From an optimization exercise on the open Yosys and OpenROAD flow, aimed at small area; shortcuts taken in it are not production practice. Only the layout flow was run in this run; the RTL was not checked for function there. No activity file was given, so power comes from the tool's default toggle rates.

==> flow/design.v <==
`timescale 1ns / 1ps
module fpu_fetch(
    input clk,
    input [31:0] in_operand_a,
    input [31:0] in_operand_b,
    input [1:0] in_operator,
    output reg [31:0] operand_a,
    output reg [31:0] operand_b,
    output reg [1:0] operator
    );
    always @ (posedge clk) begin
        operand_a <= in_operand_a;
        operand_b <= in_operand_b;
        operator <= in_operator;
    end
endmodule
`timescale 1ns / 1ps
module fpu_unpack(
    input clk,
    input [31:0] in_operand_a,
    input [31:0] in_operand_b,
    input [1:0] in_operator,
    output reg sign_1,
    output reg sign_2,
    output reg [7:0] exponent_1,
    output reg [7:0] exponent_2,
    output reg [23:0] mantissa_1,
    output reg [23:0] mantissa_2,
    output reg [1:0] operator
    );
    reg larger_sign;
    reg smaller_sign;
    reg [7:0] larger_exponent;
    reg [7:0] smaller_exponent;
    reg [23:0] larger_mantissa;
    reg [23:0] smaller_mantissa;
    wire sign_a, sign_b;
    wire [7:0] exponent_a, exponent_b;
    wire [22:0] mantissa_a, mantissa_b;
    assign sign_a = in_operand_a[31];
    assign sign_b = in_operand_b[31];
    assign exponent_a = in_operand_a[30:23];
    assign exponent_b = in_operand_b[30:23];
    assign mantissa_a = in_operand_a[22:0];
    assign mantissa_b = in_operand_b[22:0];
    always @ (*) begin
        case (in_operator)
            2'b00: begin
                if ((exponent_a < exponent_b) || ((exponent_a == exponent_b) && (mantissa_a < mantissa_b))) begin
                    larger_sign = sign_b;
                    larger_exponent = exponent_b;
                    larger_mantissa = {1'b1, mantissa_b};
                    smaller_sign = sign_a;
                    smaller_exponent = exponent_a;
                    smaller_mantissa = {1'b1, mantissa_a};
                end else begin
                    larger_sign = sign_a;
                    larger_exponent = exponent_a;
                    larger_mantissa = {1'b1, mantissa_a};
                    smaller_sign = sign_b;
                    smaller_exponent = exponent_b;
                    smaller_mantissa = {1'b1, mantissa_b};
                end
            end
            2'b01 : begin
                if ((exponent_a < exponent_b) || ((exponent_a == exponent_b) && (mantissa_a < mantissa_b))) begin
                    larger_sign = ~sign_b;
                    larger_exponent = exponent_b;
                    larger_mantissa = {1'b1, mantissa_b};
                    smaller_sign = sign_a;
                    smaller_exponent = exponent_a;
                    smaller_mantissa = {1'b1, mantissa_a};
                end else begin
                    larger_sign = sign_a;
                    larger_exponent = exponent_a;
                    larger_mantissa = {1'b1, mantissa_a};
                    smaller_sign = ~sign_b;
                    smaller_exponent = exponent_b;
                    smaller_mantissa = {1'b1, mantissa_b};
                end
            end
            default : begin
                larger_sign = sign_a;
                larger_exponent = exponent_a;
                larger_mantissa = {1'b1, mantissa_a};
                smaller_sign = sign_b;
                smaller_exponent = exponent_b;
                smaller_mantissa = {1'b1, mantissa_b};
            end
        endcase
    end
    always @ (posedge clk) begin
        sign_1 <= larger_sign;
        exponent_1 <= larger_exponent;
        mantissa_1 <= larger_mantissa;
        sign_2 <= smaller_sign;
        exponent_2 <= smaller_exponent;
        mantissa_2 <= smaller_mantissa;
        operator <= in_operator;
    end
endmodule
`timescale 1ns / 1ps
module fpu_align(
    input clk,
    input in_sign_1,
    input in_sign_2,
    input [7:0] in_exponent_1,
    input [7:0] in_exponent_2,
    input [23:0] in_mantissa_1,
    input [23:0] in_mantissa_2,
    input [1:0] in_operator,
    output reg sign_1,
    output reg sign_2,
    output reg [7:0] exponent,
    output reg [23:0] mantissa_1,
    output reg [23:0] mantissa_2,
    output reg [1:0] operator
    );
    reg [23:0] shifted_mantissa;
    reg [7:0] modified_exponent;
    always @ (*) begin
        case (in_operator)
            2'b00, 2'b01 : begin
                shifted_mantissa = in_mantissa_2 >> (in_exponent_1 - in_exponent_2);
                modified_exponent = in_exponent_1;
            end
            2'b10 : begin
                shifted_mantissa = in_mantissa_2;
                modified_exponent = in_exponent_1 + in_exponent_2 - 8'd127;
            end
            default: begin
                shifted_mantissa = 0;
                modified_exponent = 0;
            end
        endcase
    end
    always @ (posedge clk) begin
        sign_1 <= in_sign_1;
        sign_2 <= in_sign_2;
        exponent <= modified_exponent;
        mantissa_1 <= in_mantissa_1;
        mantissa_2 <= shifted_mantissa;
        operator <= in_operator;
    end
endmodule
`timescale 1ns / 1ps
module fpu_compute(
    input clk,
    input in_sign_1,
    input in_sign_2,
    input [7:0] in_exponent,
    input [23:0] in_mantissa_1,
    input [23:0] in_mantissa_2,
    input [1:0] in_operator,
    output reg sign,
    output reg [7:0] exponent,
    output reg [47:0] mantissa,
    output reg [1:0] operator
    );
    reg [47:0] computed_mantissa;
    reg computed_sign;
    always @ (*) begin
        case (in_operator)
            2'b00, 2'b01 : begin
                case ({in_sign_1, in_sign_2})
                    2'b00 : begin
                        computed_mantissa = in_mantissa_1 + in_mantissa_2;
                        computed_sign = 0;
                    end
                    2'b01 : begin
                        computed_mantissa = in_mantissa_1 - in_mantissa_2;
                        computed_sign = 0;
                    end
                    2'b10 : begin
                        computed_mantissa = in_mantissa_1 - in_mantissa_2;
                        computed_sign = 1;
                    end
                    2'b11 : begin
                        computed_mantissa = in_mantissa_1 + in_mantissa_2;
                        computed_sign = 1;
                    end
                endcase
            end
            2'b10 : begin
                computed_mantissa = in_mantissa_1 * in_mantissa_2;
                computed_sign =  in_sign_1 ^ in_sign_2;
            end
            default : begin
                computed_mantissa = 0;
                computed_sign = 0;
            end
        endcase
    end
    always @ (posedge clk) begin
        sign <= computed_sign;
        exponent <= in_exponent;
        mantissa <= computed_mantissa;
        operator <= in_operator;
    end
endmodule
`timescale 1ns / 1ps
module fpu_normalize(
    input clk,
    input in_sign,
    input [7:0] in_exponent,
    input [47:0] in_mantissa,
    input [1:0] in_operator,
    output reg sign,
    output reg [7:0] exponent,
    output reg [22:0] mantissa
    );
    reg [47:0] temp_mantissa;
    reg [22:0] output_mantissa;
    reg [7:0] modified_exponent;
    reg [4:0] shift_amount;
    always @ (*) begin
        temp_mantissa = 0;
        shift_amount = 0;
        case (in_operator)
            2'b00, 2'b01 : begin
                if (in_mantissa == 0) begin
                    output_mantissa = 0;
                    modified_exponent = 0;
                end else if (in_mantissa[24]) begin
                    temp_mantissa = in_mantissa >> 1;
                    output_mantissa = temp_mantissa [22:0];
                    modified_exponent = in_exponent + 1'b1;
                end else begin
                    casez (in_mantissa[23:0])
                        24'b1??????????????????????? : shift_amount = 0;
                        24'b01?????????????????????? : shift_amount = 1;
                        24'b001????????????????????? : shift_amount = 2;
                        24'b0001???????????????????? : shift_amount = 3;
                        24'b00001??????????????????? : shift_amount = 4;
                        24'b000001?????????????????? : shift_amount = 5;
                        24'b0000001????????????????? : shift_amount = 6;
                        24'b00000001???????????????? : shift_amount = 7;
                        24'b000000001??????????????? : shift_amount = 8;
                        24'b0000000001?????????????? : shift_amount = 9;
                        24'b00000000001????????????? : shift_amount = 10;
                        24'b000000000001???????????? : shift_amount = 11;
                        24'b0000000000001??????????? : shift_amount = 12;
                        24'b00000000000001?????????? : shift_amount = 13;
                        24'b000000000000001????????? : shift_amount = 14;
                        24'b0000000000000001???????? : shift_amount = 15;
                        24'b00000000000000001??????? : shift_amount = 16;
                        24'b000000000000000001?????? : shift_amount = 17;
                        24'b0000000000000000001????? : shift_amount = 18;
                        24'b00000000000000000001???? : shift_amount = 19;
                        24'b000000000000000000001??? : shift_amount = 20;
                        24'b0000000000000000000001?? : shift_amount = 21;
                        24'b00000000000000000000001? : shift_amount = 22;
                        24'b000000000000000000000001 : shift_amount = 23;
                        default: shift_amount = 0;
                    endcase
                    temp_mantissa = in_mantissa << shift_amount;
                    output_mantissa = temp_mantissa[22:0];
                    modified_exponent = in_exponent - shift_amount;
                end
            end
            2'b10 : begin
                if (in_mantissa[47]) begin
                    output_mantissa = in_mantissa[47:24];
                    modified_exponent = in_exponent + 1;
                end else begin
                    output_mantissa = in_mantissa[46:23];
                    modified_exponent = in_exponent;
                end
            end
            default: begin
                modified_exponent = 0;
                output_mantissa = 0;
            end
        endcase
    end
    always @ (posedge clk) begin
        sign <= in_sign;
        exponent <= modified_exponent;
        mantissa <= output_mantissa;
    end
endmodule
`timescale 1ns / 1ps
module fpu_top(
    input clk,
    input [31:0] a,
    input [31:0] b,
    input [1:0] op,
    output [31:0] out
    );
    wire [31:0] operand_a_S1, operand_b_S1;
    wire [1:0] operator_S1;
    fpu_fetch fetch (.clk(clk),
                     .in_operand_a(a),
                     .in_operand_b(b),
                     .in_operator(op),
                     .operand_a(operand_a_S1),
                     .operand_b(operand_b_S1),
                     .operator(operator_S1));
    wire sign_1_S2, sign_2_S2;
    wire [7:0] exponent_1_S2, exponent_2_S2;
    wire [23:0] mantissa_1_S2, mantissa_2_S2;
    wire [1:0] operator_S2;
    fpu_unpack unpack (.clk(clk),
                       .in_operand_a(operand_a_S1),
                       .in_operand_b(operand_b_S1),
                       .in_operator(operator_S1),
                       .sign_1(sign_1_S2),
                       .sign_2(sign_2_S2),
                       .exponent_1(exponent_1_S2),
                       .exponent_2(exponent_2_S2),
                       .mantissa_1(mantissa_1_S2),
                       .mantissa_2(mantissa_2_S2),
                       .operator(operator_S2));
    wire sign_1_S3, sign_2_S3;
    wire [7:0] exponent_S3;
    wire [23:0] mantissa_1_S3, mantissa_2_S3;
    wire [1:0] operator_S3;
    fpu_align align (.clk(clk),
                     .in_sign_1(sign_1_S2),
                     .in_sign_2(sign_2_S2),
                     .in_exponent_1(exponent_1_S2),
                     .in_exponent_2(exponent_2_S2),
                     .in_mantissa_1(mantissa_1_S2),
                     .in_mantissa_2(mantissa_2_S2),
                     .in_operator(operator_S2),
                     .sign_1(sign_1_S3),
                     .sign_2(sign_2_S3),
                     .exponent(exponent_S3),
                     .mantissa_1(mantissa_1_S3),
                     .mantissa_2(mantissa_2_S3),
                     .operator(operator_S3));
    wire sign_S4;
    wire [7:0] exponent_S4;
    wire [47:0] mantissa_S4;
    wire [1:0] operator_S4;
    fpu_compute compute (.clk(clk),
                         .in_sign_1(sign_1_S3),
                         .in_sign_2(sign_2_S3),
                         .in_exponent(exponent_S3),
                         .in_mantissa_1(mantissa_1_S3),
                         .in_mantissa_2(mantissa_2_S3),
                         .in_operator(operator_S3),
                         .sign(sign_S4),
                         .exponent(exponent_S4),
                         .mantissa(mantissa_S4),
                         .operator(operator_S4));
    wire out_sign;
    wire [7:0] out_exponent;
    wire [22:0] out_mantissa;
    fpu_normalize normalize (.clk(clk),
                             .in_sign(sign_S4),
                             .in_exponent(exponent_S4),
                             .in_mantissa(mantissa_S4),
                             .in_operator(operator_S4),
                             .sign(out_sign),
                             .exponent(out_exponent),
                             .mantissa(out_mantissa));
    assign out = {out_sign, out_exponent, out_mantissa};
endmodule
==> flow/run.sh <==
#!/bin/bash
# synth_recipe.tcl (not shown) runs the flow's synth.tcl, then flattens the netlist and writes it again
# the make line also repeats each setting of config.mk as NAME=value (left out here)
make -C /OpenROAD-flow-scripts/flow DESIGN_CONFIG=/design/flow/config.mk WORK_HOME=/design/flow/orfs CLKGATE_MAP_FILE= SYNTH_SCRIPT=/design/flow/synth_recipe.tcl finish
==> flow/config.mk <==
export PLATFORM = sky130hd
export DESIGN_NAME = fpu_top
export DESIGN_NICKNAME = fpu_top
export VERILOG_FILES = /design/flow/design.v
export SDC_FILE = /design/flow/constraint.sdc
export NUM_CORES = 4
export LEC_CHECK = 0
export CAP_MARGIN = 20
export CORE_MARGIN = 2
export CORE_UTILIZATION = 40
export SLEW_MARGIN = 20
==> flow/constraint.sdc <==
create_clock -name core_clock -period 7.5 [get_ports {clk}]
set_input_delay 1.5000 -clock core_clock [delete_from_list [all_inputs] [get_ports {clk}]]
set_output_delay 1.5000 -clock core_clock [all_outputs]
set_load 0.01 [all_outputs]
==> summary.txt <==
count of buffers inserted at the top-level ports = 98
largest cells by area after synthesis = sky130_fd_sc_hd__fa_1, sky130_fd_sc_hd__dfxtp_1, sky130_fd_sc_hd__ha_1, sky130_fd_sc_hd__inv_1, sky130_fd_sc_hd__and2_1
max-capacitance violation count = 0
async set or reset register ratio after synthesis = 0%
power density over the cells = 416 nW/um^2
Crit Reg-Reg Startpoint = align.mantissa_2[5]$_DFF_P_
residual antenna-violating net count after detailed routing = 0
maximum number of pins on one net before global-route repair = 55
clock tree from TritonCTS = built
Crit Path Max Fanout = 10
number of global-route vias before repair = 26000
CTS H-Tree Depth = 1
netlist area before placement = 32700 sq um
post-synthesis cell type count = 84
syn avg cell area = 9.02 sq um
fraction of synthesized cell area taken by the top area cell type = 29.8%
Worst Path Required = 7.95 ns
number of cells traversed by the worst register-to-register path = 24
number of hold-repair buffers added at the cts stage = 0
type of the worst setup path = flop to flop
path class of the lowest-slack min-delay path = flop to flop
area of the placeable core = 80800 sq um
global-route usage over all layers = 22.6%
vias post-DR = 25100
Final HPWL DP = 78400 um
post-synthesis sequential area ratio = 17.3%
iteration count of the initial detailed-routing pass = 6
aggregate routed wire length = 94200 um
Final Instance Count excl. Fillers = 4799
placed instance count = 4740
row count = 104
critical path capture point = compute.mantissa[31]$_DFF_P_
number of CTS-inserted buffers = 31
effective utilization at floorplan = 40.5%
DRT iter0 DRCs = 1801
CP endpoint kind = flop
Max Fclk = 0.138 GHz
routed length per placed instance = 19.6 um
Num Clock Sinks = 282
source of the critical timing path = align.mantissa_2[5]$_DFF_P_
floorplan die area = 84100 sq um
initial antenna violation count = 0
number of storage elements in the synthesis netlist = 282
Top Ports = 99
end of the worst register-to-register path = compute.mantissa[31]$_DFF_P_
number of synthesized flops with an enable pin = 0
time the final worst path needs with I/O delays and setup = 7.26 ns
ratio of routed vias to standard cells = 5.24
ratio of cells with drive above 1 in the final layout = 8.24%
worst clock skew = 0.0153 ns
Die W = 290 um
Power Total = 0.0152 W
slew at the pin with the worst max-slew slack = 1.03 ns
worst hold slack after final layout = 0.325 ns
clock latency reported for the late side of the worst-skew pair = 0.58 ns
run status = no timing/DRC/antenna violations
Max IR drop VDD = 0.409 mV
share of the core filled with cells = 45.3%
setup violators final = 0
startpoint type of the worst setup path = flop
Synth area leader = sky130_fd_sc_hd__fa_1
total congestion overflow after global routing = 0
leakage power total = 17.4 nW
Worst R2R Setup Slack = 0.24 ns
number of remaining DRC errors = 0
number of stages on the worst hold path = 0
number of instances in the synthesized netlist = 3627
Warnings, synthesis = 5
main flop type after synthesis = sky130_fd_sc_hd__dfxtp_1
count of nets after finishing = 4546
root buffer selected by CTS = sky130_fd_sc_hd__clkbuf_16
RSZ-0062 raised after global routing = yes
area growth from synthesis to layout = 11.9%
global-route wire length before repair = 151000 um
portion of the clock cycle consumed by the worst path in the final layout = 96.8%
gp weighted congestion = 0.943
Die Height = 290 um
worst endpoint data arrival time = 7.71 ns
final count of hold timing violations = 0
Max clock buf depth = 3
register clock-pin slew on the reported worst setup and hold paths = 0.07 ns
headroom to the max-slew limit = 31.3%
number of nets in the synthesized netlist = 4459
Pins Over Slew Limit = 0
-- layout by cell type (no fill, tap or decap), types with 12 or more instances in the layout --
| master | instances |
|---|---|
| sky130_fd_sc_hd__o221ai_1 | 13 |
| sky130_fd_sc_hd__clkdlybuf4s50_1 | 98 |
| sky130_fd_sc_hd__nor4_1 | 16 |
| sky130_fd_sc_hd__fa_1 | 487 |
| sky130_fd_sc_hd__a22o_1 | 14 |
| sky130_fd_sc_hd__o21ai_0 | 119 |
| sky130_fd_sc_hd__xnor2_1 | 49 |
| sky130_fd_sc_hd__xor2_1 | 33 |
| sky130_fd_sc_hd__a21o_1 | 54 |
| sky130_fd_sc_hd__dfxtp_2 | 20 |
| sky130_fd_sc_hd__o22ai_1 | 36 |
| sky130_fd_sc_hd__nand3_1 | 27 |
| sky130_fd_sc_hd__mux2i_1 | 85 |
| sky130_fd_sc_hd__a31oi_1 | 17 |
| sky130_fd_sc_hd__a21oi_1 | 125 |
| sky130_fd_sc_hd__nor2_1 | 125 |
| sky130_fd_sc_hd__mux2_2 | 70 |
| sky130_fd_sc_hd__nor2b_1 | 25 |
| sky130_fd_sc_hd__nand2_1 | 379 |
| sky130_fd_sc_hd__a22oi_1 | 16 |
| sky130_fd_sc_hd__buf_4 | 108 |
| sky130_fd_sc_hd__nor3_1 | 25 |
| sky130_fd_sc_hd__nand2b_1 | 22 |
| sky130_fd_sc_hd__clkbuf_16 | 31 |
| sky130_fd_sc_hd__and2_1 | 260 |
| sky130_fd_sc_hd__dfxtp_1 | 262 |
| sky130_fd_sc_hd__a211oi_1 | 34 |
| sky130_fd_sc_hd__inv_1 | 678 |
| sky130_fd_sc_hd__ha_1 | 277 |
| sky130_fd_sc_hd__o31ai_1 | 12 |
-- cell families (layout without fill, tap and decap cells) --
group / Yosys count / count (layout) / share of synthesized area (%)
DFF: 282 / 282 / 17.3
AOI/OAI and AO/OA: 548 / 548 / 11.0
xor gates and xnor gates: 83 / 83 / 2.22
and+or+nand+nor: 939 / 939 / 14.0
muxes: 158 / 158 / 5.22
buffers and inverters: 852 / 963 / 9.88
other: 0 / 1 / 0
adders and majority gates: 765 / 765 / 40.4
-- cells in the mapped netlist (all sizes together) (6+ instances only) --
library cell / count
mux2: 70
nor4: 17
fa: 487
and3: 11
or2: 8
a22o: 14
a221o: 6
nand3: 27
a2111oi: 9
nor2b: 25
a21o: 54
a21oi: 125
o221ai: 13
ha: 278
a22oi: 16
clkbuf: 151
o21a: 11
o21ai: 126
o31ai: 13
mux2i: 85
and2: 260
inv: 681
xor2: 33
a211oi: 35
or4: 8
a211o: 9
nand4: 10
xnor2: 50
nor3: 26
dfxtp: 282
o22ai: 36
nand2: 381
buf: 16
nor2: 129
nand2b: 22
a31oi: 17
o21bai: 10
o211ai: 11
-- worst max-delay path, stage by stage (launching register included) --
cell and delay (ns):
sky130_fd_sc_hd__dfxtp_1 0.55, sky130_fd_sc_hd__buf_4 0.28, sky130_fd_sc_hd__nand2_1 0.09, sky130_fd_sc_hd__fa_1 0.45, sky130_fd_sc_hd__fa_1 0.49, sky130_fd_sc_hd__inv_1 0.05
sky130_fd_sc_hd__fa_1 0.47, sky130_fd_sc_hd__fa_1 0.45, sky130_fd_sc_hd__fa_1 0.48, sky130_fd_sc_hd__fa_1 0.54, sky130_fd_sc_hd__inv_1 0.05, sky130_fd_sc_hd__fa_1 0.50
sky130_fd_sc_hd__inv_1 0.05, sky130_fd_sc_hd__ha_1 0.30, sky130_fd_sc_hd__and3_1 0.19, sky130_fd_sc_hd__a221o_1 0.36, sky130_fd_sc_hd__a211o_1 0.33, sky130_fd_sc_hd__o21ai_0 0.31
sky130_fd_sc_hd__a31oi_1 0.19, sky130_fd_sc_hd__or2_4 0.30, sky130_fd_sc_hd__buf_4 0.14, sky130_fd_sc_hd__a21o_1 0.17, sky130_fd_sc_hd__a21oi_1 0.16, sky130_fd_sc_hd__xor2_1 0.15
sky130_fd_sc_hd__o21ai_0 0.08
-- through the flow --
step           cell area, sq um  setup slack (ns)  setup TNS [ns]
2_1_floorplan             32700             0.541               0
3_3_place_gp              35400             0.127               0
3_5_place_dp              35400             0.141               0
4_1_cts                   36500             0.119               0
5_1_grt                   36600           -0.0162         -0.0162
6_report                  36600             0.242               0
-- timing repair --
item	CTS	global route
endpoints found under the setup margin	0	11
setup buffers	0	1
gates resized for setup	0	41
-- power by group --
| group | leakage (nW) | switching [W] | internal, W | total (W) |
|---|---|---|---|---|
| Combinational | 14.5 | 0.00672 | 0.00479 | 0.0115 |
| Sequential | 2.37 | 0.000319 | 0.00179 | 0.00211 |
| Clock | 0.528 | 0.000667 | 0.000953 | 0.00162 |
| Total | 17.4 | 0.00771 | 0.00753 | 0.0152 |
-- state kept, by name, indices dropped and copies added, names as in the netlist, 2 cells and up --
signal / flops
compute.mantissa: 48
fetch.operand_a: 32
fetch.operand_b: 32
align.mantissa_2: 24
align.mantissa_1: 23
normalize.mantissa: 23
unpack.mantissa_1: 23
unpack.mantissa_2: 23
align.exponent: 8
compute.exponent: 8
normalize.exponent: 8
unpack.exponent_1: 8
unpack.exponent_2: 8
align.operator: 2
compute.operator: 2
fetch.operator: 2
unpack.operator: 2
-- per-layer routing --
metal	vias up	global-route usage (%)	wire length (um)
li1	11700	-	-
met1	12500	32.4	43500
met2	845	36.1	42300
met3	118	3.17	6080
met4	0	5.25	2340
met5	-	0	0
-- worst min-delay path by stage --
stage                                       start                      endpoint
floorplan            unpack.mantissa_1[0]$_DFF_P_   align.mantissa_1[0]$_DFF_P_
finish              unpack.mantissa_1[10]$_DFF_P_  align.mantissa_1[10]$_DFF_P_
global placement        align.exponent[5]$_DFF_P_   compute.exponent[5]$_DFF_P_
global route        unpack.mantissa_1[10]$_DFF_P_  align.mantissa_1[10]$_DFF_P_
detailed placement      align.exponent[0]$_DFF_P_   compute.exponent[0]$_DFF_P_
CTS                     align.exponent[0]$_DFF_P_   compute.exponent[0]$_DFF_P_
-- layout make-up --
type                    instances  area [sq um]
fillers                      7810         44200
flip-flops and latches        282          5670
multi-input cells            2493         23900
repair buffers                221          2040
well taps                    1060          1330
inverters                     685          2570
clock inverters                21           259
clock buffers                  36           845
diodes                          1          2.50

## afterwards: timing with drivers on the ports
The results above use ideal ports. As a check the final layout listed here was re-extracted and re-timed, cells and wires unchanged. Step 1 sets driving cells, clkbuf_16 on the clock port and buf_2 on the other inputs (assumed; they add their load-dependent delay and slew). Step 2 also shifts input and output timing later by t, the mid clock arrival at the registers, as if the neighbouring blocks saw the same clock. a / b / c = ideal ports / drivers / drivers and shift; a / b = the first two.
shift t [ns]: 0.631
slack for setup (ns): 0.242 / 0.242 / 0.242
worst hold slack (ns): 0.325 / 0.325 / 0.325
worst setup path at the end: register to register
worst register clock-pin slew, ns: 0.07 / 0.07
After both steps this run still meets setup and hold. For this run, drivers alone change the setup slack by 0.000 ns; drivers and shift together by 0.000 ns.
